From an optimization exercise on the open Yosys and OpenROAD flow, aimed at small area and a short achievable clock period; shortcuts taken in it are not production practice.
Where RTL was checked, it was by simulation tests only, not by an equivalence proof against the original.
Function not checked in runs 1, 2 and 5 to 7: the RTL went through the layout flow alone.
No activity file was given, so power comes from the tool's default toggle rates.

**design/flow/config.mk**
```make
export PLATFORM = sky130hd
export DESIGN_NAME = cinema_system
export DESIGN_NICKNAME = cinema_system
export VERILOG_FILES = /design/flow/design.v
export SDC_FILE = /design/flow/constraint.sdc
export NUM_CORES = 4
export LEC_CHECK = 0
export CAP_MARGIN = 20
export CORE_MARGIN = 2
export CORE_UTILIZATION = 50
export SLEW_MARGIN = 20
export SYNTH_HIERARCHICAL = 1
```
**design/flow/constraint.sdc**
```tcl
create_clock -name core_clock -period 32.0 [get_ports {clk}]
set_input_delay 6.4000 -clock core_clock [delete_from_list [all_inputs] [get_ports {clk}]]
set_output_delay 6.4000 -clock core_clock [all_outputs]
set_load 0.01 [all_outputs]
```
**design/flow/design.v**
```verilog
module hold_reg #(parameter W = 8) (
    input clk,
    input wr,
    input keep,
    input [W-1:0] n,
    output reg [W-1:0] q,
    output [W-1:0] d
);
    assign d = ({W{wr}} & n) | ({W{keep}} & q);
    always @(posedge clk) q <= d;
endmodule
module cinema_system(
    input clk,
    input reset,
    input [1:0] theater_id,     
    input [3:0] row,
    input [3:0] col,
    input book_seat,
    input cancel_seat,
    input [1:0] seat_category,  
    input [1:0] time_slot,      
    input [2:0] day_type,       
    output [7:0] seat_status_out,
    output [7:0] total_booked,
    output [7:0] total_available,
    output [15:0] revenue,
    output [15:0] total_revenue
);
    reg        valid;
    reg [1:0]  p_theater;
    reg [6:0]  p_cnt;
    reg [15:0] p_rev;
    reg [9:0]  p_price;
    reg        p_add, p_sub;
    reg [15:0] trev;
    reg [7:0]  status_q;
    reg [9:0] price;
    always @(*) begin
        case ({seat_category == 2'd2 ? 2'd2 : seat_category == 2'd1 ? 2'd1 : 2'd0,
               time_slot == 2'd0 ? 2'd0 : time_slot == 2'd2 ? 2'd2 : 2'd1,
               day_type == 3'd1 ? 2'd1 : day_type == 3'd2 ? 2'd2 : 2'd0})
            6'b00_00_00: price = 10'd120;
            6'b00_00_01: price = 10'd144;
            6'b00_00_10: price = 10'd180;
            6'b00_01_00: price = 10'd150;
            6'b00_01_01: price = 10'd180;
            6'b00_01_10: price = 10'd225;
            6'b00_10_00: price = 10'd180;
            6'b00_10_01: price = 10'd216;
            6'b00_10_10: price = 10'd270;
            6'b01_00_00: price = 10'd160;
            6'b01_00_01: price = 10'd192;
            6'b01_00_10: price = 10'd240;
            6'b01_01_00: price = 10'd200;
            6'b01_01_01: price = 10'd240;
            6'b01_01_10: price = 10'd300;
            6'b01_10_00: price = 10'd240;
            6'b01_10_01: price = 10'd288;
            6'b01_10_10: price = 10'd360;
            6'b10_00_00: price = 10'd240;
            6'b10_00_01: price = 10'd288;
            6'b10_00_10: price = 10'd360;
            6'b10_01_00: price = 10'd300;
            6'b10_01_01: price = 10'd360;
            6'b10_01_10: price = 10'd450;
            6'b10_10_00: price = 10'd360;
            6'b10_10_01: price = 10'd432;
            6'b10_10_10: price = 10'd540;
            default:     price = 10'bx;
        endcase
    end
    wire        row_ok = ~row[3];
    wire        col_ok = ~col[3];
    wire [4:0]  row_idx = {theater_id, row[2:0]};
    wire [31:0] row_wr = 32'd1 << row_idx;
    wire [31:0] row_keep = ~row_wr & {32{valid}};
    wire [255:0] seat_q;
    wire [7:0]  row_new;
    genvar g;
    generate for (g = 0; g < 32; g = g + 1) begin : seat_rows
        wire [7:0] unused_d;
        hold_reg #(8) u (.clk(clk), .wr(row_wr[g]), .keep(row_keep[g]), .n(row_new),
                         .q(seat_q[g*8 +: 8]), .d(unused_d));
    end endgenerate
    wire [7:0] row_old = seat_q[row_idx*8 +: 8] & {8{valid}};
    wire [7:0] col_sel = (8'd1 << col[2:0]) & {8{row_ok & col_ok}};
    wire       old_bit = |(row_old & col_sel);
    wire       new_bit = ~cancel_seat & (old_bit | book_seat);
    assign     row_new = (row_old & ~col_sel) | (col_sel & {8{new_bit}});
    wire       op_add = |col_sel & ~old_bit & book_seat & ~cancel_seat;
    wire       op_sub = |col_sel & old_bit & cancel_seat;
    wire [15:0] delta = {{6{p_sub}}, p_sub ? ~p_price : (p_price & {10{p_add}})};
    wire [16:0] rev_sum  = {p_rev, 1'b1} + {delta, p_sub};
    wire [16:0] trev_sum = {trev, 1'b1} + {delta, p_sub};
    wire [15:0] rev_now  = rev_sum[16:1];
    wire [15:0] trev_now = trev_sum[16:1];
    wire [6:0]  cnt_now  = p_cnt + {{6{p_sub}}, p_add | p_sub};
    wire [6:0]  avail_now = ~p_cnt + (p_add ? 7'd64 : p_sub ? 7'd66 : 7'd65);
    assign seat_status_out = status_q;
    assign total_booked    = {1'b0, cnt_now};
    assign total_available = {1'b0, avail_now};
    assign revenue         = rev_now;
    assign total_revenue   = trev_now;
    wire [3:0]  th_wr = 4'd1 << p_theater;
    wire [3:0]  th_keep = ~th_wr & {4{valid}};
    wire [22:0] th_d [0:3];
    generate for (g = 0; g < 4; g = g + 1) begin : theaters
        wire [22:0] q;
        hold_reg #(23) u (.clk(clk), .wr(th_wr[g]), .keep(th_keep[g]), .n({cnt_now, rev_now}),
                          .q(q), .d(th_d[g]));
    end endgenerate
    wire [22:0] th_sel = th_d[theater_id];
    always @(posedge clk or posedge reset) begin
        if (reset) begin
            valid <= 1'b0;
            trev <= 16'd0;
            p_theater <= 2'd0;
            p_cnt <= 7'd0;
            p_rev <= 16'd0;
            p_price <= 10'd0;
            p_add <= 1'b0;
            p_sub <= 1'b0;
            status_q <= 8'd0;
        end else begin
            valid <= 1'b1;
            trev <= trev_now;
            p_theater <= theater_id;
            {p_cnt, p_rev} <= th_sel;
            p_price <= price;
            p_add <= op_add;
            p_sub <= op_sub;
            status_q <= row_ok ? row_new : 8'd0;
        end
    end
endmodule
```
**design/flow/flow/run.sh**
```bash
#!/bin/bash
# Standard ORFS layout (the standard.sh, standard synthesis), with the
# buffers ABC inserts removed at floorplan and timing repair asked to reach a
# setup slack margin, so that the achieved period is pushed down.
set -euo pipefail
MARGIN=$(cat flow/margin.txt)
TNS=$(cat flow/tns.txt)
bash standard.sh REMOVE_ABC_BUFFERS=1 SETUP_SLACK_MARGIN=$MARGIN TNS_END_PERCENT=$TNS finish > make_finish.log 2>&1
```
**design/flow/flow/margin.txt**
```
22
```
**design/flow/flow/tns.txt**
```
100
```
**design/flow/standard.sh**
```bash
#!/bin/bash
# synth_recipe.tcl (not shown) runs the flow's synth.tcl, then flattens the netlist and writes it again
# the make line also repeats each setting of config.mk as NAME=value (left out here)
make -C /OpenROAD-flow-scripts/flow DESIGN_CONFIG=/design/flow/config.mk WORK_HOME=/design/flow/orfs CLKGATE_MAP_FILE= SYNTH_SCRIPT=/design/flow/synth_recipe.tcl "${@:-finish}"
```
==> metrics.csv, run 1 <==
metric,value,unit
worst-path-buf-inv,6,
setup_viol,0,
cts_buffer_depth,3,
initial_core_util,0.507,
grt_pass1_wl,81.5,mm
p_switching,299,µW
yosys_most_used_dff,dfxtp_1,
fin_ws,21.97,ns
yosys.cell_types.count,72,
internal-power,880,µW
synth_top_family_by_area,compound AO/OA/AOI/OAI gates,
cts_hold_buffers,0,
slew_headroom,0.258,
critPathCaptureType,primary output,
crit_path_max_incr_delay,0.38,ns
synth.mux.area_fraction,0.0941,
synth_top_area_share,0.376,
slowest_stage,dfrtp_2,
die_area,38600,µm²
cts_max_level,2,
synth_xor_area_frac,0.0175,
r2r_slack,28.18,ns
slew_viol_final,0,
synth-warning-count,9,
critPathMaxFanout,5,
p_seq_frac,0.451,
drt-pass1-iter-count,5,
place_ws,20.80,ns
first_global_vias,14103,
chipHeight,196,µm
pwr-share-clk,0.430,
avgRoutedWirePerCell,23.5,µm
timing.final.crit_share,0.314,
ys_seq_area_frac,0.460,
whs_path_depth,1,
vias,14073,
syn-cell-area,18500,µm²
p_leak,0.00866,µW
worstSetupStartpointType,flop,
min_period,10.03,ns
hold_path.class,flop to flop,
rows,70,
finalSetupTns,0,ns
endpoint,revenue[15],
synth.most_common_cell,dfxtp_1,
irDropWorstVdd,36.9,µV
die_width,196,µm
cts.sinks,410,
gp_congestion,0.896,
crit_cells,15,
worstPathRequired,25.60,ns
synth_fa_ha_area_frac,0.0313,
r2r-end,p_rev[13]$_DFF_PP0_,
crit_type,flop to primary output,
clkTransAtPathRegs,0.06,ns
syn_avg_cell_area,11.2,µm²
grt.total_usage,0.267,
fin_skew,0.0244,ns
vias_per_cell,6.36,
coreArea,36500,µm²
cp_cell_sequence,buf_12 > clkinvlp_4 > buf_4 > o21ai_4 > buf_4 > ha_4 > nor2b_4 > o31ai_4 > a211oi_4 > a2111oi_2 > buf_4 > nor3_4 > o211a_1 > a211oi_4 > buf_2,
grt_max_degree,63,
synth_cells,1660,
hold_slack,0.462,ns
swShare,0.254,
area.growth.synth_to_final,16.4,%
crit_top_cell,buf_4,
io_pins,77,
netlist_top_cells_area,"dfxtp_1, a22o_1, mux4_2",
synth-edff-count,0,
synth-simple-area-share,0.0886,
n_antenna_cell,0,
ys_seq_elements,410,
totalWireLength,52.0,mm
initialDrtViolationCount,1080,
drive_gt1_frac,0.199,
power_frac_comb,0.119,
io_buffers,74,
multiInputGateArea,9540,µm²
synth_commonest_cells,"dfxtp_1, a22o_1, nor2_1",
cts_buffers,44,
fillCellCount,2980,
rsz0062_at_grt,true,
crit_arrival,3.63,ns
cp-startpoint,p_sub$_DFF_PP0_,
async_reset_ff_frac,0.151,
nNetsFinal,1775,
synth_compound_area_frac,0.245,
crit_family,compound AO/OA/AOI/OAI gates,
seq_area,8520,µm²
r2r_start,p_sub$_DFF_PP0_,
grt_overflow_total,0,
cts_tree,done,
p_per_area,54.7,nW/µm²
maxCapViolCount,0,
dp_hpwl,31.1,mm
worst_pin_slew,1.10,ns
outcome,finished clean,
yosysTopAreaCell,dfxtp_1,
insertion_delay,0.55,ns
reg2regPathDepth,18,
hold_viol_final,0,
route.detailed.drc,0,
ant_nets,0,
cts_root_buffer,clkbuf_16,
max_clock_freq,99.7,MHz
antenna_found_initial,0,
==> worst min-delay path by stage <==
stage	start	end	slack, ns
floorplan	seat_rows[13].u.q[3]$_DFF_P_	seat_rows[13].u.q[3]$_DFF_P_	0.43
global placement	theaters[3].u.q[0]$_DFF_P_	theaters[3].u.q[0]$_DFF_P_	0.44
detailed placement	seat_rows[6].u.q[6]$_DFF_P_	seat_rows[6].u.q[6]$_DFF_P_	0.45
CTS	theaters[1].u.q[0]$_DFF_P_	theaters[1].u.q[0]$_DFF_P_	0.46
global route	theaters[0].u.q[5]$_DFF_P_	theaters[0].u.q[5]$_DFF_P_	0.48
finish	theaters[2].u.q[20]$_DFF_P_	theaters[2].u.q[20]$_DFF_P_	0.46
==> timing repair <==
item,4_1_cts,5_1_grt
endpoints found under the setup margin,295,275
gates cloned,1,0
pin swaps,28,16
gates resized for setup,121,41
buffers inserted,31,13
==> state kept, by name (all words and copies together), names as in the netlist <==
| register | cells |
|---|---|
| theaters.u.q | 92 |
| p_sub | 1 |
| p_price | 10 |
| valid | 1 |
| trev | 16 |
| seat_rows.u.q | 256 |
| p_cnt | 7 |
| p_theater | 2 |
| p_rev | 16 |
| p_add | 1 |
| status_q | 8 |
==> logic make-up after synthesis <==
kind of cell / count (synthesis)
adder cells (fa/ha/maj): 44
AND/OR/NAND/NOR: 336
buffers and inverters: 180
flip-flops: 410
other: 2
XOR/XNOR: 37
AO/OA/AOI/OAI: 564
multiplexers: 87
==> per-layer routing <==
metal,wire length [µm],track usage,part of all wire
met3,2410,0.0322,0.046
met2,24800,0.441,0.48
met5,0,0,0
met1,23300,0.366,0.45
met4,1500,0.0903,0.029
==> power groups by stage <==
stage               registers, µW  clock network (µW)  logic [µW]
global route                  533                 533         152
floorplan                     539                   0        70.0
detailed placement            541                   0         129
global placement              541                   0         127
finish                        532                 507         140
CTS                           531                 512         134
==> layout by cell type (no fill, tap or decap), types with 14 or more instances in the layout <==
| cell type | instances |
|---|---|
| clkdlybuf4s50_1 | 54 |
| inv_1 | 28 |
| nor3_1 | 34 |
| dfrtp_1 | 61 |
| nand3_1 | 24 |
| clkbuf_1 | 14 |
| nand2_1 | 52 |
| ha_1 | 31 |
| a21oi_1 | 55 |
| o21ai_0 | 16 |
| clkbuf_16 | 46 |
| nor2_1 | 111 |
| xnor2_1 | 20 |
| clkbuf_8 | 15 |
| a22o_1 | 342 |
| dfxtp_1 | 348 |
| a22oi_1 | 16 |
| mux4_2 | 69 |
| buf_4 | 68 |
==> area by class of cell <==
cell class,count,share of cell area
clock buffer,75,0.0654
clock inverter,5,0.00151
inverter,33,0.00592
multi-input combinational,1071,0.442
sequential,410,0.395
tap,468,0.0272
timing repair buffer,150,0.0624
==> through the flow <==
stage / power (µW) / utilization / instance area (µm²) / cells
2_1_floorplan: 609 / - / 17500 / 1514
3_3_place_gp: 668 / 0.524 / 19100 / 2087
3_5_place_dp: 669 / 0.524 / 19100 / 2087
4_1_cts: 1180 / 0.583 / 21300 / 2199
5_1_grt: 1220 / 0.590 / 21600 / 2212
6_report: 1180 / 0.590 / 21600 / 2212
==> run 2: changes to the inputs <==
==> design/flow/flow/margin.txt (replaced) <==
0
==> run 2 against run 1 <==
  * Sequential share of layout area up 1.8 points
  * Combinational power shrank 8%
  * Power is 1.2% lower
  * Global-route usage down 0.77 points
  * Register-to-register slack got worse by 0.85 ns
  * Via count fell by 1.6%
  * Area after synthesis stayed put
  * Core utilization fell by 2.6 points
  * Clock skew grew 0.0025 ns
  * Clock power barely moved
  * Critical path depth is the same
  * Synthesized cell count did not move
  * Critical path type unchanged
  * Critical endpoint unchanged
  * Largest cell class unchanged
  * Largest power group unchanged
==> metrics.csv, run 2 <==
metric,value,unit,change
slowest_stage,clkdlybuf4s50_1,,was dfrtp_2
cts_root_buffer,clkbuf_16,,unchanged
io_pins,77,,unchanged
drt-pass1-iter-count,6,,was 5
worstSetupStartpointType,flop,,unchanged
synth-edff-count,0,,unchanged
first_global_vias,13710,,was 14103
vias_per_cell,6.39,,was 6.36
die_width,196,µm,unchanged
hold_viol_final,0,,unchanged
cts_buffers,44,,unchanged
crit_path_max_incr_delay,0.67,ns,was 0.38 ns
worstPathRequired,25.60,ns,about the same
vias,13843,,was 14073
cp_cell_sequence,buf_4 > nor2b_1 > nand2_1 > o21ai_0 > inv_1 > fa_1 > nor2b_1 > o31ai_1 > a211oi_1 > a2111oi_0 > buf_4 > nor3_1 > nor2_1 > a211oi_1 > clkdlybuf4s50_1,,was buf_12 > clkinvlp_4 > buf_4 > o21ai_4 > buf_4 > ha_4 > nor2b_4 > o31ai_4 > a211oi_4 > a2111oi_2 > buf_4 > nor3_4 > o211a_1 > a211oi_4 > buf_2
worst_pin_slew,1.10,ns,about the same
cts_buffer_depth,3,,unchanged
drive_gt1_frac,0.130,,was 0.199
slew_viol_final,0,,unchanged
syn-cell-area,18500,µm²,unchanged
setup_viol,0,,unchanged
fillCellCount,3088,,was 2980
netlist_top_cells_area,"dfxtp_1, a22o_1, mux4_2",,unchanged
yosysTopAreaCell,dfxtp_1,,unchanged
max_clock_freq,85.5,MHz,was 99.7 MHz
r2r_start,p_sub$_DFF_PP0_,,unchanged
cts_tree,done,,unchanged
critPathCaptureType,primary output,,unchanged
n_antenna_cell,0,,unchanged
synth-warning-count,9,,unchanged
post_cts_buffers,0,,was 31
fin_skew,0.0268,ns,was 0.0244 ns
finalSetupTns,0,ns,unchanged
top_regs,"seat_rows.u.q x256, theaters.u.q x92",,unchanged
p_leak,0.00819,µW,was 0.00866 µW
layout_commonest_cell,dfxtp_1,,unchanged
grt_pass1_wl,79.2,mm,was 81.5 mm
ant_nets,0,,unchanged
syn_avg_cell_area,11.2,µm²,unchanged
crit_arrival,5.29,ns,was 3.63 ns
final_cell_mix,"dfxtp_1, a22o_1, nor2_1",,unchanged
ys_seq_area_frac,0.460,,unchanged
min_period,11.69,ns,was 10.03 ns
r2r-end,p_rev[15]$_DFF_PP0_,,was p_rev[13]$_DFF_PP0_
gp_congestion,0.896,,unchanged
hold_path.class,flop to flop,,unchanged
whs_path_depth,1,,unchanged
area.growth.synth_to_final,11.3,%,was 16.4%
coreArea,36500,µm²,unchanged
ys_seq_elements,410,,unchanged
chipHeight,196,µm,unchanged
power.total,1160,µW,was 1180 µW
grt.total_usage,0.260,,was 0.267
initialDrtViolationCount,1135,,was 1080
clkTransAtPathRegs,0.06,ns,about the same
grt_max_degree,63,,unchanged
synth_cells,1660,,unchanged
synth_commonest_cells,"dfxtp_1, a22o_1, nor2_1",,unchanged
avgRoutedWirePerCell,23.2,µm,was 23.5 µm
top_register,seat_rows.u.q,,unchanged
cts_max_level,2,,unchanged
async_reset_ff_frac,0.151,,unchanged
whs_endpoint,theaters[2].u.q[20]$_DFF_P_,,unchanged
reg2regPathDepth,16,,was 18
synth.most_common_cell,dfxtp_1,,unchanged
cts_resized,0,,was 121
nNetsFinal,1731,,was 1775
grt_overflow_total,0,,unchanged
initial_core_util,0.507,,unchanged
rsz0062_at_grt,false,,was true
fin_util,0.564,,was 0.590
timing.final.crit_share,0.365,,was 0.314
rows,70,,unchanged
crit_type,flop to primary output,,unchanged
dp_hpwl,31.1,mm,unchanged
irDropWorstVdd,36.9,µV,about the same
cts_hold_buffers,0,,unchanged
largest_reg_flops,256,,unchanged
place_ws,20.80,ns,unchanged
r2r_slack,27.33,ns,was 28.18 ns
synth_top_area_share,0.376,,unchanged
totalWireLength,50.3,mm,was 52.0 mm
post-place-cells,2087,,unchanged
critPathMaxFanout,25,,was 5
slew_headroom,0.263,,was 0.258
antenna_found_initial,0,,unchanged
yosys_most_used_dff,dfxtp_1,,unchanged
insertion_delay,0.55,ns,about the same
io_buffers,74,,unchanged
yosys.cell_types.count,72,,unchanged
die_area,38600,µm²,unchanged
instances_no_fill,2168,,was 2212
maxCapViolCount,0,,unchanged
route.detailed.drc,0,,unchanged
min-delay-start,theaters[2].u.q[20]$_DFF_P_,,unchanged
cts.sinks,410,,unchanged
outcome,finished clean,,unchanged
p_per_area,56.5,nW/µm²,was 54.7 nW/µm²
fin_ws,20.31,ns,was 21.97 ns
## run 2: cell counts after synthesis
No cell type changed its count.
## run 2: worst max-delay path: cells and delay by family (launching register included)
kind / cells / cell delay (ns)
buffers and inverters: 4 / 1.23
and+or+nand+nor: 5 / 1.36
DFF: 1 / 0.36
AOI/OAI and AO/OA: 5 / 1.37
adders and majority gates: 1 / 0.42
## run 2: power breakdown
part / internal [µW] / total, µW / switching [µW]
Sequential: 525 / 530 / 5.61
Combinational: 50.8 / 129 / 78.2
Clock: 299 / 505 / 207
Total: 874 / 1160 / 291
## run 2: area by class of cell
cell class	instances	area, µm²	share of cell area
clock buffers	75	1410	0.0684
repair buffers	106	968	0.0470
clock inverters	5	32.5	0.00158
inverters	33	124	0.00601
multi-input cells	1071	8970	0.435
flip-flops and latches	410	8520	0.413
well taps	468	586	0.0284
## run 2: metrics by stage
step	cell area [µm²]	hold WS, ns
2_1_floorplan	17500	0.431
3_3_place_gp	19100	0.443
3_5_place_dp	19100	0.447
4_1_cts	20600	0.461
5_1_grt	20600	0.475
6_report	20600	0.462
## run 2: cell families after synthesis
family	Yosys count	share of synthesized area
AO/OA/AOI/OAI	564	0.245
XOR/XNOR	37	0.0175
adder cells (fa/ha/maj)	44	0.0313
buffers and inverters	180	0.0632
flip-flops	410	0.460
multiplexers	87	0.0941
other	2	0.000406
AND/OR/NAND/NOR	336	0.0886
## run 2: how the worst max path moves through the flow
stage | start | end | cells after the start
2_1_floorplan | p_sub$_DFF_PP0_ | revenue[15] | 10
3_3_place_gp | p_sub$_DFF_PP0_ | revenue[15] | 15
3_5_place_dp | p_sub$_DFF_PP0_ | revenue[15] | 15
4_1_cts | p_sub$_DFF_PP0_ | revenue[15] | 15
5_1_grt | p_sub$_DFF_PP0_ | revenue[15] | 15
6_report | p_sub$_DFF_PP0_ | revenue[15] | 15
## run 2: per-layer routing
layer / share of wire / track usage
met3: 0.053 / 0.0310
met5: 0 / 0
met4: 0.026 / 0.0842
met1: 0.45 / 0.360
met2: 0.47 / 0.424
==> run 3: changes to the inputs <==
--- a/design/flow/design.v
+++ b/design/flow/design.v
@@ -32,3 +32,3 @@
     reg [15:0] p_rev;
-    reg [9:0]  p_price;
+    reg [9:0]  p_delta;    
     reg        p_add, p_sub;
@@ -36,2 +36,4 @@
     reg [7:0]  status_q;
+    reg        p_wr;
+    reg [4:0]  p_row;
     reg [9:0] price;
@@ -74,6 +76,5 @@
     wire [4:0]  row_idx = {theater_id, row[2:0]};
-    wire [31:0] row_wr = 32'd1 << row_idx;
+    wire [31:0] row_wr = {31'd0, p_wr} << p_row;
     wire [31:0] row_keep = ~row_wr & {32{valid}};
     wire [255:0] seat_q;
-    wire [7:0]  row_new;
     genvar g;
@@ -81,6 +82,7 @@
         wire [7:0] unused_d;
-        hold_reg #(8) u (.clk(clk), .wr(row_wr[g]), .keep(row_keep[g]), .n(row_new),
+        hold_reg #(8) u (.clk(clk), .wr(row_wr[g]), .keep(row_keep[g]), .n(status_q),
                          .q(seat_q[g*8 +: 8]), .d(unused_d));
     end endgenerate
-    wire [7:0] row_old = seat_q[row_idx*8 +: 8] & {8{valid}};
+    wire       fwd = p_wr & (p_row == row_idx);
+    wire [7:0] row_old = fwd ? status_q : seat_q[row_idx*8 +: 8] & {8{valid}};
     wire [7:0] col_sel = (8'd1 << col[2:0]) & {8{row_ok & col_ok}};
@@ -88,6 +90,6 @@
     wire       new_bit = ~cancel_seat & (old_bit | book_seat);
-    assign     row_new = (row_old & ~col_sel) | (col_sel & {8{new_bit}});
+    wire [7:0] row_new = (row_old & ~col_sel) | (col_sel & {8{new_bit}});
     wire       op_add = |col_sel & ~old_bit & book_seat & ~cancel_seat;
     wire       op_sub = |col_sel & old_bit & cancel_seat;
-    wire [15:0] delta = {{6{p_sub}}, p_sub ? ~p_price : (p_price & {10{p_add}})};
+    wire [15:0] delta = {{6{p_sub}}, p_delta};
     wire [16:0] rev_sum  = {p_rev, 1'b1} + {delta, p_sub};
@@ -112,2 +114,6 @@
     wire [22:0] th_sel = th_d[theater_id];
+    always @(posedge clk) begin
+        p_theater <= theater_id;
+        p_row <= row_idx;
+    end
     always @(posedge clk or posedge reset) begin
@@ -116,6 +122,5 @@
             trev <= 16'd0;
-            p_theater <= 2'd0;
             p_cnt <= 7'd0;
             p_rev <= 16'd0;
-            p_price <= 10'd0;
+            p_delta <= 10'd0;
             p_add <= 1'b0;
@@ -123,2 +128,3 @@
             status_q <= 8'd0;
+            p_wr <= 1'b0;
         end else begin
@@ -126,5 +132,4 @@
             trev <= trev_now;
-            p_theater <= theater_id;
             {p_cnt, p_rev} <= th_sel;
-            p_price <= price;
+            p_delta <= op_sub ? ~price : op_add ? price : 10'd0;
             p_add <= op_add;
@@ -132,2 +137,3 @@
             status_q <= row_ok ? row_new : 8'd0;
+            p_wr <= row_ok;
         end
==> design/flow/flow/run.sh (replaced) <==
#!/bin/bash
# Standard ORFS layout (the standard.sh, standard synthesis) with:
#  - the buffers ABC inserts removed at floorplan (REMOVE_ABC_BUFFERS),
#  - small port buffers,
#  - timing repair asked to reach a setup slack margin, so that the achieved
#    period is pushed down (the SDC and clock period are unchanged).
set -euo pipefail
MARGIN=$(cat flow/margin.txt)
bash standard.sh REMOVE_ABC_BUFFERS=1 SETUP_SLACK_MARGIN=$MARGIN \
  "BUFFER_PORTS_ARGS=-buffer_cell $(cat flow/portbuf.txt)" finish > make_finish.log 2>&1
==> design/flow/flow/margin.txt (replaced) <==
25
==> design/flow/flow/portbuf.txt (new file) <==
sky130_fd_sc_hd__buf_2
--- a/design/flow/config.mk
+++ b/design/flow/config.mk
@@ -9,3 +9,4 @@
 export CORE_MARGIN = 2
-export CORE_UTILIZATION = 50
+export CORE_UTILIZATION = 60
+export CTS_BUF_LIST = sky130_fd_sc_hd__clkbuf_4 sky130_fd_sc_hd__clkbuf_8
 export SLEW_MARGIN = 20
removed: design/flow/flow/tns.txt
==> run 3 against run 2 <==
  * Still clean
  * Critical path depth is 3 lower
  * Area after synthesis decreased by 0.55%
  * Power is 0.13% higher
  * Count of clock-buffer cells in the layout up 36
  * Cell area rose by 9.5%
  * Wire length up 12%
  * Combinational power increased by 12%
==> metrics.csv, run 3 <==
metric,value,unit,change
pwr-share-clk,0.420,,was 0.434
fin_util,0.742,,was 0.564
cts_tree,done,,unchanged
power_frac_comb,0.124,,was 0.111
place_ws,21.92,ns,was 20.80 ns
internal-power,865,µW,was 874 µW
top_regs,"seat_rows.u.q x256, theaters.u.q x92",,unchanged
swShare,0.258,,was 0.249
yosysTopAreaCell,dfxtp_1,,unchanged
maxCapViolCount,0,,unchanged
cts_max_level,3,,was 2
slew_headroom,0.276,,was 0.263
syn-cell-area,18400,µm²,was 18500 µm²
min-delay-start,theaters[2].u.q[22]$_DFF_P_,,was theaters[2].u.q[20]$_DFF_P_
hold_path.class,flop to flop,,unchanged
initialDrtViolationCount,1501,,was 1135
synth_top_family_by_area,compound AO/OA/AOI/OAI gates,,unchanged
first_global_vias,14167,,was 13710
p_seq_frac,0.456,,was 0.455
drt-pass1-iter-count,6,,unchanged
synth-simple-area-share,0.0769,,was 0.0886
p_switching,301,µW,was 291 µW
synth_fa_ha_area_frac,0.0308,,was 0.0313
area.growth.synth_to_final,22.6,%,was 11.3%
io_pins,77,,unchanged
route.detailed.drc,0,,unchanged
gp_congestion,0.917,,was 0.896
antenna_found_initial,0,,unchanged
worst_pin_slew,1.08,ns,was 1.10 ns
synth_top_area_share,0.384,,was 0.376
critPathMaxFanout,2,,was 25
cts_buffers,70,,was 44
r2r_slack,28.44,ns,was 27.33 ns
r2r-end,p_rev[12]$_DFF_PP0_,,was p_rev[15]$_DFF_PP0_
multiInputGateArea,9530,µm²,was 8970 µm²
layout_commonest_cell,dfxtp_1,,unchanged
nNetsFinal,1852,,was 1731
worstPathRequired,25.60,ns,about the same
ant_nets,0,,unchanged
async_reset_ff_frac,0.147,,was 0.151
grt_overflow_total,0,,unchanged
irDropWorstVdd,49.8,µV,was 36.9 µV
timing.final.crit_share,0.302,,was 0.365
rsz0062_at_grt,true,,was false
synth_xor_area_frac,0.0200,,was 0.0175
n_antenna_cell,0,,unchanged
die_area,32100,µm²,was 38600 µm²
ys_seq_area_frac,0.467,,was 0.460
r2r_start,p_delta[0]$_DFF_PP0_,,was p_sub$_DFF_PP0_
yosys_most_used_dff,dfxtp_1,,unchanged
cts_buffer_depth,3,,unchanged
synth.most_common_cell,dfxtp_1,,unchanged
drive_gt1_frac,0.323,,was 0.130
die_width,179,µm,was 196 µm
synth_cells,1614,,was 1660
p_per_area,51.7,nW/µm²,was 56.5 nW/µm²
final_cell_mix,"dfxtp_1, a22o_1, buf_4",,"was dfxtp_1, a22o_1, nor2_1"
grt_pass1_wl,83.6,mm,was 79.2 mm
finalSetupTns,0,ns,unchanged
ys_seq_elements,414,,was 410
vias,14771,,was 13843
crit_type,flop to primary output,,unchanged
whs_endpoint,theaters[2].u.q[22]$_DFF_P_,,was theaters[2].u.q[20]$_DFF_P_
worstSetupStartpointType,flop,,unchanged
netlist_top_cells_area,"dfxtp_1, a22o_1, mux4_2",,unchanged
crit_arrival,3.28,ns,was 5.29 ns
initial_core_util,0.605,,was 0.507
synth-edff-count,0,,unchanged
p_leak,0.00955,µW,was 0.00819 µW
fillCellCount,2067,,was 3088
largest_reg_flops,256,,unchanged
max_clock_freq,103,MHz,was 85.5 MHz
synth-warning-count,9,,unchanged
cts_hold_buffers,0,,unchanged
fin_skew,0.0381,ns,was 0.0268 ns
yosys.cell_types.count,64,,was 72
syn_avg_cell_area,11.4,µm²,was 11.2 µm²
coreArea,30400,µm²,was 36500 µm²
fin_ws,22.32,ns,was 20.31 ns
reg2regPathDepth,13,,was 16
top_register,seat_rows.u.q,,unchanged
grt_max_degree,62,,was 63
dp_hpwl,31.3,mm,was 31.1 mm
min_period,9.68,ns,was 11.69 ns
rows,64,,was 70
totalWireLength,56.4,mm,was 50.3 mm
seq_area,8600,µm²,was 8520 µm²
setup_viol,0,,unchanged
clkTransAtPathRegs,0.06,ns,about the same
cts.sinks,414,,was 410
slew_viol_final,0,,unchanged
outcome,finished clean,,unchanged
avgRoutedWirePerCell,25.2,µm,was 23.2 µm
insertion_delay,0.60,ns,was 0.55 ns
cts_root_buffer,clkbuf_8,,was clkbuf_16
whs_path_depth,1,,unchanged
synth_compound_area_frac,0.232,,was 0.245
io_buffers,74,,unchanged
chipHeight,179,µm,was 196 µm
synth_commonest_cells,"dfxtp_1, a22o_1, nor2_1",,unchanged
synth.mux.area_fraction,0.115,,was 0.0941
critPathCaptureType,primary output,,unchanged
hold_viol_final,0,,unchanged
grt.total_usage,0.342,,was 0.260
vias_per_cell,6.61,,was 6.39
## run 3: cell count changes in the layout (fill, tap and decap cells not counted), sizes merged, moves of 7 or more
cell | before | now
and3 | 12 | 2
buf | 37 | 227
bufbuf | 0 | 8
clkbuf | 75 | 112
clkdlybuf4s50 | 69 | 0
mux2i | 11 | 38
mux4 | 69 | 76
nand2 | 55 | 65
nor3 | 47 | 27
o31ai | 23 | 9
## run 3: critical path: stages (launching register included)
cell,delay [ns]
dfrtp_1,0.41
buf_4,0.16
ha_1,0.28
a21oi_2,0.17
o21ai_2,0.10
o41a_1,0.34
a41o_1,0.24
o41ai_4,0.24
buf_4,0.17
o2111ai_2,0.11
a21oi_2,0.16
xnor2_1,0.15
buf_2,0.16
## run 3: power groups by stage
| stage | clock network (µW) | logic [µW] | registers [µW] |
|---|---|---|---|
| after CTS | 494 | 129 | 532 |
| after detailed placement | 0 | 102 | 542 |
| after floorplan | 0 | 62.0 | 542 |
| after global routing | 516 | 154 | 533 |
| final | 489 | 145 | 532 |
| after global placement | 0 | 100 | 542 |
## run 3: routing by layer
metal	global-route usage	vias up	part of all wire
met5	0	-	0
met4	0.152	0	0.049
met3	0.0636	182	0.079
met2	0.547	772	0.46
met1	0.454	7303	0.41
li1	-	6514	-
## run 3: worst max path at each step
stage,start,endpoint,slack (ns),cells after the start
6_report,p_delta[0]$_DFF_PP0_,total_revenue[14],22.32,12
2_1_floorplan,p_sub$_DFF_PP0_,revenue[15],22.68,10
3_3_place_gp,row[0],p_delta[8]$_DFF_PP0_,21.96,11
5_1_grt,p_delta[0]$_DFF_PP0_,total_revenue[12],22.16,12
4_1_cts,p_delta[0]$_DFF_PP0_,revenue[14],22.23,10
3_5_place_dp,row[0],p_delta[8]$_DFF_PP0_,21.92,11
## run 3: metrics by stage
step / cell area (µm²) / power (µW) / hold WS, ns / cells
floorplan: 17500 / 604 / 0.433 / 1480
global placement: 18500 / 643 / 0.443 / 1972
detailed placement: 18500 / 644 / 0.448 / 1972
CTS: 22000 / 1160 / 0.462 / 2198
global route: 22600 / 1200 / 0.472 / 2235
finish: 22600 / 1170 / 0.460 / 2235
## run 3: logic make-up (layout without fill, tap and decap cells)
kind of cell	after synthesis	after routing
simple gates	303	303
fa+ha+maj	43	43
buf+inv	166	390
compound gates	528	528
flops	414	414
mux	116	116
xor+xnor	42	42
other cells	2	3
## run 3: repair_timing
item                                    in CTS  in global routing
buffers inserted                            86                 36
cloned                                      17                  1
gates resized for setup                    212                 49
endpoints found under the setup margin      98                 74
pin swaps                                   77                 52
## run 3: area by class of cell
class / instances / area share
well taps: 396 / 0.0219
multi-input cells: 1035 / 0.422
inverters: 31 / 0.00571
clock inverters: 12 / 0.00382
clock buffers: 111 / 0.0610
repair buffers: 236 / 0.104
flip-flops and latches: 414 / 0.381
==> run 4: changes to the inputs <==
==> design/flow/flow/margin.txt (replaced) <==
23
==> run 4 against run 3 <==
  * Die area unchanged
  * Clock power about the same
  * Cell area down 6.7%
  * Combinational power down 19%
  * Count of clock-buffer cells in the layout unchanged
  * Highest routed layer unchanged
  * Area after synthesis unchanged
  * Setup slack worse by 0.022 ns
  * Sequential share of layout area up 2.7 points
  * Wire length down 9.8%
  * Sequential power about the same
  * Largest cell class unchanged
  * Still clean on timing, DRC and antenna
  * Cell count down 3.2%
==> metrics.csv, run 4 <==
metric,value,unit,change
min_period,9.70,ns,was 9.68 ns
nNetsFinal,1780,,was 1852
ant_nets,0,,unchanged
critPathCaptureType,primary output,,unchanged
rsz0062_at_grt,true,,unchanged
yosys_most_used_dff,dfxtp_1,,unchanged
die_area,32100,µm²,unchanged
fin_skew,0.0402,ns,was 0.0381 ns
area.growth.synth_to_final,14.3,%,was 22.6%
cts_hold_buffers,0,,unchanged
yosysTopAreaCell,dfxtp_1,,unchanged
route.detailed.drc,0,,unchanged
fillCellCount,2289,,was 2067
p_leak,0.00892,µW,was 0.00955 µW
async_reset_ff_frac,0.147,,unchanged
synth-warning-count,9,,unchanged
synth.most_common_cell,dfxtp_1,,unchanged
worstPathRequired,25.60,ns,about the same
cts_buffers,70,,unchanged
die_width,179,µm,unchanged
top_regs,"seat_rows.u.q x256, theaters.u.q x92",,unchanged
critPathMaxFanout,5,,was 2
syn_avg_cell_area,11.4,µm²,unchanged
grt_overflow_total,0,,unchanged
irDropWorstVdd,49.5,µV,was 49.8 µV
cts.sinks,414,,unchanged
final_cell_mix,"dfxtp_1, a22o_1, nor2_1",,"was dfxtp_1, a22o_1, buf_4"
netlist_top_cells_area,"dfxtp_1, a22o_1, mux4_2",,unchanged
ys_seq_area_frac,0.467,,unchanged
final_area,21100,µm²,was 22600 µm²
io_buffers,74,,unchanged
grt_pass1_wl,77.3,mm,was 83.6 mm
worst_pin_slew,1.10,ns,was 1.08 ns
hold_slack,0.460,ns,about the same
finalSetupTns,0,ns,unchanged
avgRoutedWirePerCell,23.5,µm,was 25.2 µm
timing.final.crit_share,0.303,,was 0.302
coreArea,30400,µm²,unchanged
synth_cells,1614,,unchanged
cts_tree,done,,unchanged
cts_buffer_depth,3,,unchanged
ys_seq_elements,414,,unchanged
clkTransAtPathRegs,0.06,ns,about the same
slew_headroom,0.265,,was 0.276
hold_viol_final,0,,unchanged
cts_max_level,3,,unchanged
gp_congestion,0.917,,unchanged
slew_viol_final,0,,unchanged
initialDrtViolationCount,1175,,was 1501
max_clock_freq,103,MHz,about the same
hold_path.class,flop to flop,,unchanged
totalWireLength,50.9,mm,was 56.4 mm
grt_max_degree,62,,unchanged
synth-edff-count,0,,unchanged
worstSetupStartpointType,flop,,unchanged
synth_top_area_share,0.384,,unchanged
crit_type,flop to primary output,,unchanged
chipHeight,179,µm,unchanged
setup_viol,0,,unchanged
antenna_found_initial,0,,unchanged
grt.total_usage,0.311,,was 0.342
drive_gt1_frac,0.264,,was 0.323
io_pins,77,,unchanged
multiInputGateArea,9230,µm²,was 9530 µm²
cts_root_buffer,clkbuf_8,,unchanged
crit_arrival,3.30,ns,was 3.28 ns
largest_reg_flops,256,,unchanged
seq_area,8590,µm²,was 8600 µm²
layout_commonest_cell,dfxtp_1,,unchanged
rows,64,,unchanged
syn-cell-area,18400,µm²,unchanged
insertion_delay,0.60,ns,about the same
vias,14032,,was 14771
top_register,seat_rows.u.q,,unchanged
outcome,finished clean,,unchanged
vias_per_cell,6.49,,was 6.61
n_antenna_cell,0,,unchanged
drt-pass1-iter-count,8,,was 6
placed_area,18500,µm²,unchanged
p_per_area,54.0,nW/µm²,was 51.7 nW/µm²
synth_commonest_cells,"dfxtp_1, a22o_1, nor2_1",,unchanged
yosys.cell_types.count,64,,unchanged
initial_core_util,0.605,,unchanged
first_global_vias,13552,,was 14167
dp_hpwl,31.3,mm,unchanged
maxCapViolCount,0,,unchanged
fin_ws,22.30,ns,was 22.32 ns
place_ws,21.92,ns,unchanged
[run 4: report_power, final]
part	total (µW)	internal (µW)	switching [µW]
registers	532	527	4.72
clock network	487	275	212
logic	118	45.7	72.7
total	1140	848	290
[run 4: layout make-up]
type	instances	area share
multi-input cells	1035	0.439
flip-flops and latches	414	0.408
clock buffers	111	0.0654
repair buffers	164	0.0545
well taps	396	0.0235
inverters	31	0.00582
clock inverters	12	0.00410
[run 4: kinds of logic (layout without fill, tap and decap cells)]
kind of cell / Yosys count / after routing / synth area share
adders and majority gates: 43 / 43 / 0.0308
muxes: 116 / 116 / 0.115
and+or+nand+nor: 303 / 303 / 0.0769
DFF: 414 / 414 / 0.467
AOI/OAI and AO/OA: 528 / 528 / 0.232
buffers and inverters: 166 / 318 / 0.0590
other: 2 / 3 / 0.000408
xor gates and xnor gates: 42 / 42 / 0.0200
[run 4: metal layers]
layer,wire (µm),global-route usage
met1,22000,0.419
met2,23700,0.495
met3,3410,0.0579
met4,1740,0.126
met5,0,0
[run 4: path summary, 6_finish.rpt]
check	start	endpoint	depth (start not counted)	slack, ns
max	p_delta[2]$_DFF_PP0_	revenue[14]	10	22.30
min	theaters[2].u.q[22]$_DFF_P_	theaters[2].u.q[22]$_DFF_P_	1	0.46
max reg2reg	p_delta[2]$_DFF_PP0_	p_rev[12]$_DFF_PP0_	13	28.39
min reg2reg	theaters[2].u.q[22]$_DFF_P_	theaters[2].u.q[22]$_DFF_P_	1	0.46
max in group asynchronous	reset	p_sub$_DFF_PP0_	3	25.31
min in group asynchronous	reset	trev[13]$_DFF_PP0_	3	6.07
[run 4: critical path: stages, from the launching register on]
cell	delay (ns)
dfrtp_1	0.42
ha_1	0.35
and2_1	0.16
a22o_1	0.23
o41a_1	0.36
a41o_1	0.24
o41ai_4	0.32
o2111ai_2	0.15
a21oi_2	0.18
xnor2_2	0.16
buf_2	0.17
[run 4: timing repair]
item	4_1_cts	5_1_grt
setup buffers	43	24
resized for setup	78	42
endpoints found under the setup margin	52	49
cloned	1	0
pin swaps	51	44
[run 4: stage by stage]
stage,cells,util,total power (µW)
2_1_floorplan,1480,-,604
3_3_place_gp,1972,0.608,643
3_5_place_dp,1972,0.608,644
4_1_cts,2139,0.679,1130
5_1_grt,2163,0.692,1180
6_report,2163,0.692,1140
==> run 5: changes to the inputs <==
--- a/design/flow/design.v
+++ b/design/flow/design.v
@@ -10,2 +10,21 @@
     always @(posedge clk) q <= d;
+endmodule
+module rev_adder (
+    input [15:0] a,
+    input [9:0] d,
+    input s,
+    output [15:0] y
+);
+    wire [16:0] sum = {a, 1'b1} + {{6{s}}, d, s};
+    assign y = sum[16:1];
+endmodule
+module cnt_adder (
+    input [6:0] c,
+    input add,
+    input sub,
+    output [6:0] booked,
+    output [6:0] avail
+);
+    assign booked = c + {{6{sub}}, add | sub};
+    assign avail = ~c + (add ? 7'd64 : sub ? 7'd66 : 7'd65);
 endmodule
@@ -93,9 +112,7 @@
     wire       op_sub = |col_sel & old_bit & cancel_seat;
-    wire [15:0] delta = {{6{p_sub}}, p_delta};
-    wire [16:0] rev_sum  = {p_rev, 1'b1} + {delta, p_sub};
-    wire [16:0] trev_sum = {trev, 1'b1} + {delta, p_sub};
-    wire [15:0] rev_now  = rev_sum[16:1];
-    wire [15:0] trev_now = trev_sum[16:1];
-    wire [6:0]  cnt_now  = p_cnt + {{6{p_sub}}, p_add | p_sub};
-    wire [6:0]  avail_now = ~p_cnt + (p_add ? 7'd64 : p_sub ? 7'd66 : 7'd65);
+    wire [15:0] rev_now, trev_now;
+    wire [6:0]  cnt_now, avail_now;
+    rev_adder u_rev (.a(p_rev), .d(p_delta), .s(p_sub), .y(rev_now));
+    rev_adder u_trev (.a(trev), .d(p_delta), .s(p_sub), .y(trev_now));
+    cnt_adder u_cnt (.c(p_cnt), .add(p_add), .sub(p_sub), .booked(cnt_now), .avail(avail_now));
     assign seat_status_out = status_q;
--- a/design/flow/config.mk
+++ b/design/flow/config.mk
@@ -10,3 +10,5 @@
 export CORE_UTILIZATION = 60
-export CTS_BUF_LIST = sky130_fd_sc_hd__clkbuf_4 sky130_fd_sc_hd__clkbuf_8
+export CTS_BUF_LIST = sky130_fd_sc_hd__clkbuf_8 sky130_fd_sc_hd__clkbuf_16
+export CTS_CLUSTER_DIAMETER = 60
+export CTS_CLUSTER_SIZE = 20
 export SLEW_MARGIN = 20
==> run 5 against run 4 <==
  * Register-to-register slack improved by 0.39 ns
  * Via count decreased by 3.2%
  * Clock skew decreased by 0.018 ns
  * Synthesized cell count decreased by 1.5%
  * Sequential cell count unchanged
  * Hold slack improved by 0.0066 ns
  * Largest cell class unchanged
==> metrics.csv, run 5 <==
metric,value,unit,change
critPathMaxFanout,7,,was 5
min_period,9.19,ns,was 9.70 ns
power_frac_comb,0.104,,about the same
maxCapViolCount,0,,unchanged
ys_seq_area_frac,0.465,,was 0.467
cts_buffer_depth,3,,unchanged
p_switching,298,µW,was 290 µW
rsz0062_at_grt,true,,unchanged
cts_hold_buffers,0,,unchanged
wl_met2,23.9,mm,was 23.7 mm
insertion_delay,0.54,ns,was 0.60 ns
largest_reg_flops,256,,unchanged
dp_hpwl,31.7,mm,was 31.3 mm
area.growth.synth_to_final,12.3,%,was 14.3%
synth.most_common_cell,dfxtp_1,,unchanged
avgRoutedWirePerCell,24.7,µm,was 23.5 µm
grt_pass1_wl,77.4,mm,was 77.3 mm
setup_viol,0,,unchanged
vias,13587,,was 14032
syn-cell-area,18500,µm²,was 18400 µm²
layout_commonest_cell,dfxtp_1,,unchanged
grt_max_degree,62,,unchanged
swShare,0.271,,was 0.255
ys_seq_elements,414,,unchanged
worstSetupStartpointType,flop,,unchanged
die_width,179,µm,about the same
synth_top_area_share,0.382,,was 0.384
initialDrtViolationCount,1084,,was 1175
drive_gt1_frac,0.234,,was 0.264
finalSetupTns,0,ns,unchanged
crit_arrival,2.79,ns,was 3.30 ns
final_area,20800,µm²,was 21100 µm²
cts_max_level,2,,was 3
placed_area,18500,µm²,about the same
synth_commonest_cells,"dfxtp_1, a22o_1, nor2_1",,unchanged
yosys.cell_types.count,67,,was 64
fillCellCount,2311,,was 2289
worstPathRequired,25.60,ns,about the same
worst_pin_slew,1.05,ns,was 1.10 ns
p_per_area,52.9,nW/µm²,was 54.0 nW/µm²
routed.top_layer,met5,,was met4
antenna_found_initial,3,,was 0
gp_congestion,0.915,,was 0.917
top_register,seat_rows.u.q,,unchanged
irDropWorstVdd,39.8,µV,was 49.5 µV
vias_per_cell,6.60,,was 6.49
cts_buffers,36,,was 70
totalWireLength,50.9,mm,about the same
fin_skew,0.0221,ns,was 0.0402 ns
coreArea,30400,µm²,unchanged
synth_cells,1589,,was 1614
outcome,finished clean,,unchanged
cts_tree,done,,unchanged
internal-power,800,µW,was 848 µW
timing.final.crit_share,0.287,,was 0.303
grt_overflow_total,0,,unchanged
r2r_slack,28.78,ns,was 28.39 ns
clkTransAtPathRegs,0.08,ns,was 0.06 ns
slew_viol_final,0,,unchanged
final_cell_mix,"dfxtp_1, a22o_1, nor2_1",,unchanged
yosys_most_used_dff,dfxtp_1,,unchanged
grt.total_usage,0.302,,was 0.311
critPathCaptureType,primary output,,unchanged
yosysTopAreaCell,dfxtp_1,,unchanged
hold_path.class,flop to flop,,unchanged
async_reset_ff_frac,0.147,,unchanged
netlist_top_cells_area,"dfxtp_1, a22o_1, mux4_2",,unchanged
syn_avg_cell_area,11.6,µm²,was 11.4 µm²
seq_area,8590,µm²,unchanged
initial_core_util,0.607,,was 0.605
pwr-share-clk,0.411,,was 0.428
nNetsFinal,1699,,was 1780
met3_length,3.14,mm,was 3.41 mm
synth-edff-count,0,,unchanged
multiInputGateArea,9370,µm²,was 9230 µm²
cts_root_buffer,clkbuf_16,,was clkbuf_8
top_regs,"seat_rows.u.q x256, theaters.u.q x92",,unchanged
die_area,32200,µm²,was 32100 µm²
p_seq_frac,0.485,,was 0.468
ant_nets,0,,unchanged
first_global_vias,13117,,was 13552
crit_type,flop to primary output,,unchanged
hold_viol_final,0,,unchanged
chipHeight,179,µm,about the same
met1_length,21.8,mm,was 22.0 mm
synth-warning-count,9,,unchanged
slew_headroom,0.296,,was 0.265
route.detailed.drc,0,,unchanged
io_pins,77,,unchanged
io_buffers,74,,unchanged
p_leak,0.00847,µW,was 0.00892 µW
max_clock_freq,109,MHz,was 103 MHz
drt-pass1-iter-count,5,,was 8
rows,64,,unchanged
cts.sinks,414,,unchanged
-- run 5: cell types whose count changed after synthesis, moves of 6 or more --
cell,previous run,this run
nor3_1,26,11
o21ai_0,21,34
o31ai_1,9,0
a211oi_1,6,19
nand2_1,65,55
inv_1,29,18
a22oi_1,16,3
mux2i_1,38,54
nor2_1,116,109
nor2b_1,10,16
-- run 5: layer usage --
metal	vias to the layer above	global-route usage
met5	-	0
met3	112	0.0375
met2	526	0.493
met1	6754	0.416
li1	6193	-
met4	2	0.112
-- run 5: cell families after synthesis --
group / after synthesis / share of synthesized area
AO/OA/AOI/OAI: 531 / 0.230
flip-flops: 414 / 0.465
AND/OR/NAND/NOR: 262 / 0.0665
buffers and inverters: 154 / 0.0576
multiplexers: 135 / 0.126
XOR/XNOR: 48 / 0.0232
adder cells (fa/ha/maj): 43 / 0.0307
other: 2 / 0.000406
-- run 5: per-stage QoR --
| step | cells | worst slack [ns] | hold slack [ns] | total power (µW) | util |
|---|---|---|---|---|---|
| floorplan | 1456 | 23.03 | 0.433 | 602 | - |
| global placement | 1947 | 21.97 | 0.443 | 642 | 0.609 |
| detailed placement | 1947 | 21.94 | 0.445 | 643 | 0.609 |
| CTS | 2031 | 22.82 | 0.465 | 1090 | 0.664 |
| global route | 2058 | 22.69 | 0.481 | 1130 | 0.682 |
| finish | 2059 | 22.81 | 0.466 | 1100 | 0.682 |
-- run 5: path summary, 6_finish.rpt --
path / startpoint / end / depth (start not counted)
min in group asynchronous: reset / trev[15]$_DFF_PP0_ / 3
max in group asynchronous: reset / p_delta[0]$_DFF_PP0_ / 3
setup / recovery: p_sub$_DFF_PP0_ / revenue[11] / 9
hold reg to reg: theaters[3].u.q[22]$_DFF_P_ / theaters[3].u.q[22]$_DFF_P_ / 1
hold / removal: theaters[3].u.q[22]$_DFF_P_ / theaters[3].u.q[22]$_DFF_P_ / 1
setup reg to reg: p_row[3]$_DFF_P_ / p_rev[0]$_DFF_PP0_ / 6
-- run 5: final cells by class --
| type | count | area share |
|---|---|---|
| flip-flops and latches | 414 | 0.414 |
| inverters | 20 | 0.00362 |
| clock inverters | 27 | 0.0147 |
| well taps | 396 | 0.0239 |
| repair buffers | 141 | 0.0472 |
| multi-input cells | 1022 | 0.452 |
| clock buffers | 37 | 0.0446 |
| diodes | 2 | 0.000241 |
-- run 5: worst max-delay path, cell delays in order, from the launching register on --
cell and delay, ns:
dfrtp_1 0.41, buf_12 0.16, fa_2 0.35, nand3_2 0.09
a21oi_2 0.06, o41a_1 0.41, nor4b_2 0.28, nor3_2 0.09
xor2_1 0.23, buf_2 0.18
-- run 5: modules after synthesis (local to each module, per instance), a selection --
module         copies in the design  flops+latches  cells inside  cell area [µm²]
rev_adder                         2              0            96              724
cnt_adder                         1              0            52              404
cinema_system                     1             66           569             5900
-- run 5: power by group through the flow --
stage / Combinational (µW) / Sequential, µW / Clock [µW]
floorplan: 60.0 / 542 / 0
global placement: 99.6 / 543 / 0
detailed placement: 100 / 542 / 0
CTS: 103 / 531 / 458
global route: 122 / 533 / 478
finish: 114 / 532 / 452
-- run 5: repair_timing --
item / in CTS / in global routing
setup buffers: 19 / 25
pin swaps: 18 / 24
gates resized for setup: 47 / 56
cloned: 1 / 1
endpoints found under the setup margin: 41 / 35
==> run 6: changes to the inputs <==
--- a/design/flow/design.v
+++ b/design/flow/design.v
@@ -27,4 +27,16 @@
 );
-    assign booked = c + {{6{sub}}, add | sub};
-    assign avail = ~c + (add ? 7'd64 : sub ? 7'd66 : 7'd65);
+    wire [6:0] t, u;
+    assign t[0] = add | sub;
+    assign u[0] = ~add & ~sub;
+    genvar i;
+    generate for (i = 1; i < 7; i = i + 1) begin : g
+        assign t[i] = (add & (&c[i-1:0])) | (sub & ~(|c[i-1:0]));
+        if (i == 1) begin : g1
+            assign u[i] = (~add & ~sub & ~c[0]) | sub;
+        end else begin : g2
+            assign u[i] = (~add & ~sub & ~(|c[i-1:0])) | (sub & ~(|c[i-1:1]));
+        end
+    end endgenerate
+    assign booked = c ^ t;
+    assign avail = ~c ^ u ^ 7'b1000000;
 endmodule
--- a/design/flow/config.mk
+++ b/design/flow/config.mk
@@ -9,6 +9,6 @@
 export CORE_MARGIN = 2
-export CORE_UTILIZATION = 60
-export CTS_BUF_LIST = sky130_fd_sc_hd__clkbuf_8 sky130_fd_sc_hd__clkbuf_16
-export CTS_CLUSTER_DIAMETER = 60
-export CTS_CLUSTER_SIZE = 20
+export CORE_UTILIZATION = 65
+export CTS_BUF_LIST = sky130_fd_sc_hd__clkbuf_16
+export CTS_CLUSTER_DIAMETER = 100
+export CTS_CLUSTER_SIZE = 30
 export SLEW_MARGIN = 20
==> run 6 against run 5 <==
  * Maximum frequency is 0.20% higher
  * Via count hardly changed
  * Sequential share of layout area is 2.0 points higher
  * Sequential power hardly changed
  * Clock skew is 0.018 ns higher
  * Global-route usage is 2.1 points higher
  * Synthesized cell count is 0.76% lower
  * Wire length is 3.3% lower
  * The layout now fails its checks (antenna rules)
  * Largest power group unchanged
  * Highest routed layer is now met4
  * First-iteration DRC count is 17% higher
  * Critical endpoint is now total_revenue[15]
  * Sequential cell count stayed put
  * Cell count is 3.7% lower
  * Count of clock-buffer cells in the layout is 19 lower
==> metrics.csv, run 6 <==
metric,value,unit,change
drive_gt1_frac,0.208,,was 0.234
drt-pass1-iter-count,5,,unchanged
initialDrtViolationCount,1268,,was 1084
p_seq_frac,0.579,,was 0.485
top_register,seat_rows.u.q,,unchanged
grt_pass1_wl,74.1,mm,was 77.4 mm
max_clock_freq,109,MHz,about the same
fin_ws,22.82,ns,was 22.81 ns
netlist_top_cells_area,"dfxtp_1, a22o_1, mux4_2",,unchanged
crit_arrival,2.78,ns,was 2.79 ns
initial_core_util,0.661,,was 0.607
swShare,0.266,,was 0.271
yosys.cell_types.count,67,,unchanged
power_frac_comb,0.123,,was 0.104
min_period,9.18,ns,was 9.19 ns
synth-warning-count,9,,unchanged
dp_hpwl,30.7,mm,was 31.7 mm
grt_overflow_total,0,,unchanged
cts.sinks,414,,unchanged
r2r_slack,28.91,ns,was 28.78 ns
ant_nets,1,,was 0
final_cell_mix,"dfxtp_1, a22o_1, nor2_1",,unchanged
cts_tree,done,,unchanged
hold_path.class,flop to flop,,unchanged
worstPathRequired,25.60,ns,about the same
ys_seq_area_frac,0.468,,was 0.465
ys_seq_elements,414,,unchanged
totalWireLength,49.2,mm,was 50.9 mm
r2r-end,p_rev[15]$_DFF_PP0_,,was p_rev[0]$_DFF_PP0_
critPathCaptureType,primary output,,unchanged
fin_skew,0.0405,ns,was 0.0221 ns
grt_max_degree,62,,unchanged
synth_top_area_share,0.385,,was 0.382
crit_type,flop to primary output,,unchanged
endpoint,total_revenue[15],,was revenue[11]
slew_viol_final,0,,unchanged
synth_commonest_cells,"dfxtp_1, a22o_1, nor2_1",,unchanged
place_ws,21.92,ns,was 21.94 ns
reg2regPathDepth,11,,was 6
p_per_area,46.5,nW/µm²,was 52.9 nW/µm²
cts_root_buffer,clkbuf_16,,unchanged
synth-edff-count,0,,unchanged
insertion_delay,0.57,ns,was 0.54 ns
rows,61,,was 64
antenna_found_initial,1,,was 3
avgRoutedWirePerCell,24.8,µm,was 24.7 µm
die_area,29600,µm²,was 32200 µm²
async_reset_ff_frac,0.147,,unchanged
cts_buffer_depth,3,,unchanged
syn_avg_cell_area,11.7,µm²,was 11.6 µm²
maxCapViolCount,0,,unchanged
p_leak,0.00802,µW,was 0.00847 µW
setup_viol,0,,unchanged
slew_headroom,0.284,,was 0.296
internal-power,676,µW,was 800 µW
rsz0062_at_grt,true,,unchanged
clkTransAtPathRegs,0.11,ns,was 0.08 ns
worst_pin_slew,1.07,ns,was 1.05 ns
nNetsFinal,1644,,was 1699
finalSetupTns,0,ns,unchanged
first_global_vias,12578,,was 13117
grt.total_usage,0.324,,was 0.302
largest_reg_flops,256,,unchanged
layout_commonest_cell,dfxtp_1,,unchanged
coreArea,27800,µm²,was 30400 µm²
power.total,922,µW,was 1100 µW
fin_util,0.713,,was 0.682
hold_viol_final,0,,unchanged
cts_hold_buffers,0,,unchanged
outcome,failed layout checks,,was finished clean
chipHeight,172,µm,was 179 µm
vias,13591,,was 13587
final_area,19800,µm²,was 20800 µm²
yosys_most_used_dff,dfxtp_1,,unchanged
area.growth.synth_to_final,7.84,%,was 12.3%
io_pins,77,,unchanged
top_regs,"seat_rows.u.q x256, theaters.u.q x92",,unchanged
cts_max_level,1,,was 2
vias_per_cell,6.86,,was 6.60
pwr-share-clk,0.298,,was 0.411
r2r_start,p_delta[8]$_DFF_PP0_,,was p_row[3]$_DFF_P_
p_switching,245,µW,was 298 µW
irDropWorstVdd,58.4,µV,was 39.8 µV
placed_area,18400,µm²,was 18500 µm²
timing.final.crit_share,0.287,,about the same
gp_congestion,0.934,,was 0.915
synth_cells,1577,,was 1589
critPathMaxFanout,5,,was 7
so.violations,antenna rules,,
worstSetupStartpointType,flop,,unchanged
io_buffers,74,,unchanged
synth.most_common_cell,dfxtp_1,,unchanged
syn-cell-area,18400,µm²,was 18500 µm²
yosysTopAreaCell,dfxtp_1,,unchanged
cts_buffers,18,,was 36
route.detailed.drc,0,,unchanged
die_width,172,µm,was 179 µm
cp-startpoint,p_delta[8]$_DFF_PP0_,,was p_sub$_DFF_PP0_
run 6: cell count changes in the layout (fill, tap and decap cells not counted), sizes merged, moves of 3 or more:
cell | previous run | this run
diode | 2 | 6
nand3b | 0 | 3
clkinv | 14 | 4
xor2 | 15 | 20
clkbuf | 38 | 20
buf | 140 | 125
inv | 31 | 22
ha | 39 | 32
a21oi | 53 | 49
run 6: repair_timing:
item | CTS | global route
gates cloned | 1 | 0
setup endpoints to repair | 36 | 36
buffers inserted | 15 | 18
pin swaps | 14 | 27
gates resized for setup | 41 | 56
run 6: final cells by class:
class                   instances  area (µm²)
repair buffers                128         868
clock inverters                11        87.6
multi-input cells            1012        9270
well taps                     378         473
diodes                          6        15.0
flip-flops and latches        414        8600
inverters                      15        56.3
fillers                      1993        7970
clock buffers                  18         450
run 6: critical path, cell delays in order, from the launching register on:
cell,delay [ns]
dfrtp_1,0.47
ha_2,0.36
a21oi_1,0.38
nor2_1,0.09
a211o_1,0.32
a31oi_2,0.17
a21o_1,0.17
xnor2_2,0.12
buf_2,0.15
run 6: modules after synthesis, one instance, submodules excluded, a selection:
module         area, µm²  cells  copies in the design
cnt_adder            300     40                     1
rev_adder            724     96                     2
cinema_system       5900    569                     1
run 6: metal layers:
metal  wire length (µm)  GRT usage  share of wire  vias up
met5                  0          0              0        -
met4               1790      0.113          0.036        0
met3               3380     0.0410          0.069      103
met2              23300      0.519           0.47      571
met1              20800      0.456           0.42     6883
li1                   -          -              -     6034
run 6: power by group through the flow:
stage                     registers, µW  logic [µW]  clock network, µW
final                               534         114                274
after global placement              543        98.4                  0
after floorplan                     542        59.9                  0
after detailed placement            543         100                  0
after CTS                           532         103                276
after global routing                535         123                295
run 6: per-stage QoR:
step,hold WS (ns),std cells
6_report,0.475,1982
3_3_place_gp,0.444,1912
5_1_grt,0.485,1976
2_1_floorplan,0.433,1441
4_1_cts,0.475,1957
3_5_place_dp,0.447,1912
run 6: cells by family after synthesis:
kind of cell               count (synthesis)  synth area share
AOI/OAI and AO/OA                        522             0.229
DFF                                      414             0.468
adders and majority gates                 34            0.0240
muxes                                    137             0.128
and+or+nand+nor                          265            0.0688
buffers and inverters                    152            0.0581
xor gates and xnor gates                  51            0.0243
other                                      2          0.000409
run 6: how the worst min path moves through the flow:
| stage | start | slack (ns) | depth (start not counted) | to |
|---|---|---|---|---|
| after detailed placement | theaters[0].u.q[2]$_DFF_P_ | 0.45 | 1 | theaters[0].u.q[2]$_DFF_P_ |
| after CTS | theaters[0].u.q[0]$_DFF_P_ | 0.47 | 1 | theaters[0].u.q[0]$_DFF_P_ |
| after floorplan | theaters[2].u.q[0]$_DFF_P_ | 0.43 | 1 | theaters[2].u.q[0]$_DFF_P_ |
| after global placement | theaters[3].u.q[22]$_DFF_P_ | 0.44 | 1 | theaters[3].u.q[22]$_DFF_P_ |
| after global routing | theaters[2].u.q[22]$_DFF_P_ | 0.49 | 1 | theaters[2].u.q[22]$_DFF_P_ |
| final | theaters[2].u.q[15]$_DFF_P_ | 0.47 | 1 | theaters[2].u.q[15]$_DFF_P_ |
==> run 7: changes to the inputs <==
==> design/flow/flow/portbuf.txt (replaced) <==
sky130_fd_sc_hd__buf_1
--- a/design/flow/config.mk
+++ b/design/flow/config.mk
@@ -10,5 +10,5 @@
 export CORE_UTILIZATION = 65
-export CTS_BUF_LIST = sky130_fd_sc_hd__clkbuf_16
-export CTS_CLUSTER_DIAMETER = 100
-export CTS_CLUSTER_SIZE = 30
+export CTS_BUF_LIST = sky130_fd_sc_hd__clkbuf_8
+export CTS_CLUSTER_DIAMETER = 50
+export CTS_CLUSTER_SIZE = 16
 export SLEW_MARGIN = 20
==> run 7 against run 6 <==
  * Maximum frequency fell by 1.1%
  * Now clean on timing, DRC and antenna
  * Sequential power barely moved
  * Wire length rose by 1.5%
==> metrics.csv, run 7 <==
metric,value,unit,change
grt_pass1_wl,74.8,mm,was 74.1 mm
swShare,0.275,,was 0.266
timing.final.crit_share,0.290,,was 0.287
synth_fa_ha_area_frac,0.0240,,unchanged
grt_max_degree,62,,unchanged
async_reset_ff_frac,0.147,,unchanged
cts_root_buffer,clkbuf_8,,was clkbuf_16
rsz0062_at_grt,true,,unchanged
cts_hold_buffers,0,,unchanged
totalWireLength,49.9,mm,was 49.2 mm
slew_headroom,0.275,,was 0.284
synth.most_common_cell,dfxtp_1,,unchanged
netlist_top_cells_area,"dfxtp_1, a22o_1, mux4_2",,unchanged
max_clock_freq,108,MHz,was 109 MHz
syn-cell-area,18400,µm²,unchanged
cts.sinks,414,,unchanged
fillCellCount,1980,,was 1993
grt_overflow_total,0,,unchanged
worstPathRequired,25.60,ns,about the same
hold_viol_final,0,,unchanged
initial_core_util,0.661,,unchanged
placed_area,18300,µm²,was 18400 µm²
irDropWorstVdd,41.2,µV,was 58.4 µV
setup_viol,0,,unchanged
clkTransAtPathRegs,0.10,ns,was 0.11 ns
p_per_area,49.5,nW/µm²,was 46.5 nW/µm²
crit_type,flop to primary output,,unchanged
r2r_start,p_sub$_DFF_PP0_,,was p_delta[8]$_DFF_PP0_
io_pins,77,,unchanged
cts_max_level,2,,was 1
gr-usage-met2,0.523,,was 0.519
insertion_delay,0.58,ns,was 0.57 ns
avgRoutedWirePerCell,24.7,µm,was 24.8 µm
min_period,9.28,ns,was 9.18 ns
grtUsageMet1,0.446,,was 0.456
final_area,20100,µm²,was 19800 µm²
yosys.cell_types.count,67,,unchanged
worstSetupStartpointType,flop,,unchanged
yosys_most_used_dff,dfxtp_1,,unchanged
slew_viol_final,0,,unchanged
nNetsFinal,1669,,was 1644
route.detailed.drc,0,,unchanged
critPathCaptureType,primary output,,unchanged
top_usage_layer,met2,,unchanged
synth_commonest_cells,"dfxtp_1, a22o_1, nor2_1",,unchanged
synth-warning-count,9,,unchanged
synth_xor_area_frac,0.0243,,unchanged
yosysTopAreaCell,dfxtp_1,,unchanged
synth-simple-area-share,0.0688,,unchanged
grt.total_usage,0.329,,was 0.324
cts_buffers,39,,was 18
syn_avg_cell_area,11.7,µm²,unchanged
pwr-share-clk,0.349,,was 0.298
largest_reg_flops,256,,unchanged
gp_congestion,0.898,,was 0.934
vias_per_cell,6.81,,was 6.86
grtUsageMet3,0.0618,,was 0.0410
vias,13747,,was 13591
synth-edff-count,0,,unchanged
coreArea,27800,µm²,unchanged
outcome,finished clean,,was failed layout checks
critPathMaxFanout,5,,unchanged
power_frac_comb,0.115,,was 0.123
top_regs,"seat_rows.u.q x256, theaters.u.q x92",,unchanged
cts_tree,done,,unchanged
synth.mux.area_fraction,0.128,,unchanged
min-delay-start,theaters[3].u.q[22]$_DFF_P_,,was theaters[2].u.q[15]$_DFF_P_
cp-startpoint,p_sub$_DFF_PP0_,,was p_delta[8]$_DFF_PP0_
p_switching,273,µW,was 245 µW
die_width,172,µm,unchanged
final_cell_mix,"dfxtp_1, a22o_1, nor2_1",,unchanged
==> run 7: path summary, 6_finish.rpt <==
| check | to | slack [ns] | cells after the start |
|---|---|---|---|
| min in group asynchronous | trev[13]$_DFF_PP0_ | 6.05 | 3 |
| setup reg to reg | p_rev[11]$_DFF_PP0_ | 28.78 | 12 |
| setup / recovery | revenue[11] | 22.72 | 9 |
| hold / removal | theaters[3].u.q[22]$_DFF_P_ | 0.47 | 1 |
| max in group asynchronous | p_delta[0]$_DFF_PP0_ | 25.34 | 3 |
| hold reg to reg | theaters[3].u.q[22]$_DFF_P_ | 0.47 | 1 |
==> run 7: power groups by stage <==
stage	Combinational, µW	Clock, µW	Sequential (µW)
CTS	105	350	533
detailed placement	96.8	0	543
global route	122	370	535
floorplan	59.9	0	542
global placement	95.6	0	543
finish	114	347	534
==> run 7: critical path, cell delays in order (launching register included) <==
cell and delay [ns]:
dfrtp_2 0.44, buf_12 0.14, fa_2 0.42, nand3_4 0.11
a21oi_2 0.06, o41a_1 0.42, nor4b_2 0.25, nor3_1 0.10
xor2_1 0.21, clkbuf_2 0.17
==> run 7: modules after synthesis (local to each module, per instance), excerpt <==
module         cells inside  flops+latches  copies in the design  area, µm²
rev_adder                96              0                     2        724
cnt_adder                40              0                     1        300
cinema_system           569             66                     1       5900
==> run 7: kinds of logic after synthesis <==
kind of cell / after synthesis
AOI/OAI and AO/OA: 522
muxes: 137
other: 2
adders and majority gates: 34
buffers and inverters: 152
DFF: 414
and+or+nand+nor: 265
xor gates and xnor gates: 51
==> run 7: area by class of cell <==
class                   instances  area, µm²  area share
flip-flops and latches        414       8600       0.428
inverters                      15       56.3     0.00280
multi-input cells            1012       9290       0.462
repair buffers                132        836      0.0416
well taps                     378        473      0.0235
clock buffers                  42        578      0.0288
clock inverters                26        269      0.0134
diodes                          1       2.50    0.000124
==> run 7: repair_timing <==
item | in CTS | in global routing
pin swaps | 25 | 21
resized for setup | 67 | 59
gates cloned | 1 | 0
hold endpoints to repair | 0 | 0
setup endpoints to repair | 38 | 36
buffers inserted | 21 | 16
==> run 7: stage by stage <==
stage          worst slack [ns]  power (µW)  hold WS (ns)  instances   util
5_1_grt                   22.63        1030         0.483       2019  0.723
6_report                  22.72         995         0.469       2020  0.724
2_1_floorplan             23.27         602         0.433       1441      -
4_1_cts                   22.75         989         0.471       2003  0.710
3_5_place_dp              21.93         639         0.447       1913  0.658
3_3_place_gp              21.96         638         0.446       1913  0.658
==> run 7: metal layers <==
metal | up-vias | routed length, µm
li1 | 6103 | -
met1 | 6856 | 21200
met2 | 655 | 22900
met3 | 133 | 3760
met4 | 0 | 2060
met5 | - | 0

Check on run 7: ideal ports give 22.724 ns setup slack; a clkbuf_16 on the clock port and buf_2 on the inputs give 22.675 ns; moving port delays by the midpoint clock arrival (0.609 ns) as well gives 22.606 ns.
